What follows belongs to an exercise in optimizing a design on an open flow for small area and a short achievable clock period; a production flow would make more cautious choices. Only simulation tests tie the RTL to the original design; equivalence was not proved.

old:
// HardCore
module HardCore (switches, instr, reset, inread, outend,
	display0, display1, display2, display3, display4, display5,
	display6, display7, clk, pc);
	input [14:0] switches;
	input clk;
	input [31:0] instr;
	input reset;
	input inread, outend;
	output reg [31:0] pc;
	output [6:0] display0, display1, display2, display3, display4,
		display5, display6;
	output [6:0] display7;
	wire [5:0] op = instr[31:26];
	wire [4:0] rs = instr[25:21];
	wire [4:0] rt = instr[20:16];
	wire [4:0] rd = instr[15:11];
	wire [4:0] sh = instr[10:6];
	wire op_add = (op == 6'd1);
	wire op_sub = (op == 6'd2);
	wire op_lw  = (op == 6'd3);
	wire op_mov = (op == 6'd4);
	wire op_sw  = (op == 6'd5);
	wire op_li  = (op == 6'd6);
	wire op_or  = (op == 6'd7) | (op == 6'd8);
	wire op_not = (op == 6'd9);
	wire op_xor = (op == 6'd10);
	wire op_shr = (op == 6'd11);
	wire op_shl = (op == 6'd12);
	wire op_beq = (op == 6'd13);
	wire op_bne = (op == 6'd14);
	wire op_bgt = (op == 6'd15);
	wire op_blt = (op == 6'd16);
	wire op_j   = (op == 6'd17);
	wire op_jr  = (op == 6'd18);
	wire op_in  = (op == 6'd19);
	wire op_out = (op == 6'd20);
	wire op_hlt = (op == 6'd63);
	wire op_br  = op_beq | op_bne | op_bgt | op_blt;
	wire op_alu = op_add | op_sub | op_or | op_not | op_xor | op_shr | op_shl;
	reg [31:0] R [0:31];
	wire [31:0] A = R[rs];
	wire [31:0] B = R[rt];
	wire [31:0] C = R[rd];
	reg [31:0] M [0:20];
	wire inrange = (A < 32'd21);
	wire [31:0] memrd = inrange ? M[A[4:0]] : 32'd0;
	always @(posedge clk)
		if (op_sw && inrange)
			M[A[4:0]] <= B;
	wire subtract = op_sub | op_br;
	wire [31:0] Bx = B ^ {32{subtract}};
	wire [31:0] sum = A + Bx + {31'd0, subtract};
	wire ovf = (A[31] == Bx[31]) & (sum[31] != A[31]);
	reg [31:0] wd;
	always @(*) begin
		wd = sum;
		if (op_or)  wd = A | B;
		if (op_not) wd = ~A;
		if (op_xor) wd = A ^ B;
		if (op_shr) wd = A >> sh;
		if (op_shl) wd = A << sh;
		if (op_lw)  wd = memrd;
		if (op_mov) wd = A;
		if (op_li)  wd = {{11{instr[20]}}, instr[20:0]};
		if (op_in)  wd = {{17{switches[14]}}, switches};
	end
	wire we = op_alu | op_lw | op_mov | op_li | op_in;
  ...
Size in the first run: ~1700 flip-flops, roughly 140 I/O pins.
==> flow/config.mk <==
export PLATFORM = sky130hd
export DESIGN_NAME = HardCore
export DESIGN_NICKNAME = HardCore
export VERILOG_FILES = /design/flow/design.v
export SDC_FILE = /design/flow/constraint.sdc
export NUM_CORES = 4
export LEC_CHECK = 0
export ABC_AREA = 1
export CAP_MARGIN = 20
export CORE_MARGIN = 2
export CORE_UTILIZATION = 50
export CTS_BUF_LIST = sky130_fd_sc_hd__clkbuf_16
export CTS_CLUSTER_DIAMETER = 100
export CTS_CLUSTER_SIZE = 30
export SLEW_MARGIN = 20
export SYNTH_HIERARCHICAL = 1
==> flow/constraint.sdc <==
create_clock -name core_clock -period 70.0 [get_ports {clk}]
set_input_delay 14.0000 -clock core_clock [delete_from_list [all_inputs] [get_ports {clk}]]
set_output_delay 14.0000 -clock core_clock [all_outputs]
set_load 0.01 [all_outputs]
standard.sh (not shown) runs the stock make flow with config.mk's settings and CLKGATE_MAP_FILE= SYNTH_SCRIPT=/design/flow/synth_recipe.tcl, a recipe that flattens the netlist after the stock synthesis.
==> flow/flow/run.sh <==
#!/bin/bash
# The standard layout (standard.sh, the standard flow's own ORFS run) with these changes:
#  - synthesis: flow/synth_pre.tcl is put in front of the standard flow's synthesis
#    script; it only changes ABC's mapping script (see there), so the
#    registers are the standard synthesis's;
#  - Yosys's adder step is off (ADDER_MAP_FILE empty): adders and compressor
#    trees stay plain gates for ABC instead of the slow fa/ha cells;
#  - ports are buffered with buf_4 instead of the default delay buffer;
#  - repair_timing aims for extra setup slack (SETUP_SLACK_MARGIN) so the
#    resizer works on the longest paths although the 70 ns clock is met.
# Clock, constraints and everything else are the standard flow's.
set -o pipefail
W=$(pwd)
{ sed "s#@W@#$W#g" flow/synth_pre.tcl; cat synth_recipe.tcl; } > "$W/synth_abc.tcl"
bash standard.sh SYNTH_SCRIPT="$W/synth_abc.tcl" ADDER_MAP_FILE= \
  "BUFFER_PORTS_ARGS=-buffer_cell sky130_fd_sc_hd__buf_4" \
  SETUP_SLACK_MARGIN=33 finish > standard_flow.log 2>&1
==> flow/flow/abc_fast.script <==
strash
&get -n
&st
&synch2
&if -g -K 6
&synch2
&if -g -K 6
&synch2
&put
dch -f
map -B 0.9
topo
stime -c
buffer -c
upsize -c
dnsize -c
==> flow/flow/abc_small.script <==
&get -n
&st
&dch
&nf -p -R 0
&put
topo
==> flow/flow/synth_pre.tcl <==
# Prepended to the standard flow's synthesis script. ORFS's synth.tcl calls abc once for
# the whole design; here the converter module BCD (kept as its own module by
# SYNTH_HIERARCHICAL 1 until the final flatten) is mapped with ORFS's
# delay-oriented area script and every other module with ABC's area-oriented
# &nf mapper.
proc abc {args} {
  set i [lsearch -exact $args -script]
  set fast $args
  set small $args
  lset fast [expr {$i + 1}] @W@/flow/abc_fast.script
  lset small [expr {$i + 1}] @W@/flow/abc_small.script
  yosys abc {*}$fast BCD
  yosys abc {*}$small HardCore Display
}
The flow did not stop early for old: all stages ran, and the layout cleared the timing, DRC and antenna checks.
--- input diff old..new ---
- clearing CTS_CLUSTER_DIAMETER, which used to be 100
- clearing CTS_CLUSTER_SIZE, which used to be 30
- swapping sky130_fd_sc_hd__clkbuf_16 for sky130_fd_sc_hd__clkbuf_8 in CTS_BUF_LIST
diff --git a/flow/flow/run.sh b/flow/flow/run.sh
--- a/flow/flow/run.sh
+++ b/flow/flow/run.sh
@@ -16,2 +16,2 @@
   "BUFFER_PORTS_ARGS=-buffer_cell sky130_fd_sc_hd__buf_4" \
-  SETUP_SLACK_MARGIN=33 finish > standard_flow.log 2>&1
+  SETUP_SLACK_MARGIN=31.5 finish > standard_flow.log 2>&1
Findings:
In summary, new completed successfully, with a layout that passed the timing, DRC and antenna checks.
Taking old as the reference, in new minimum clock period after layout shows an increase of 1.31 ns, part of the cycle the worst path needs grew by 1.9 points.
In the route summary, new ends up with a via count exceeding that of old.
| growth of design area from synthesis to finish | new vs old | 1.9 points higher |

==> separate check: timing with driven ports <==
In the flow no input, the clock included, has a driving cell. The finished layouts below were timed again as built, in two steps. Step 1: set_driving_cell puts a clkbuf_16 on clk and a buf_2 on each other input, an assumption about the parent block. Step 2 adds t to the input delays and takes it off the output delays; t is the mean of the earliest and latest rising clock arrival at the registers after step 1. Input paths then give back, and output paths get back, about the clock's delay inside the block. Three values: ideal, step 1, step 2; two values: the first two.
run | shift t [ns] | setup slack, ns | worst setup path at the end | pins driven straight from the clock port
old | 0.865 | 33.462 / 33.239 / 33.239 | input to output | 1
new | 1.147 | 32.148 / 32.100 / 32.100 | input to output | 1
After both steps setup and hold are still met in every run listed. For old, which loses most, drivers alone change the setup slack by -0.223 ns; drivers and shift together by -0.223 ns.
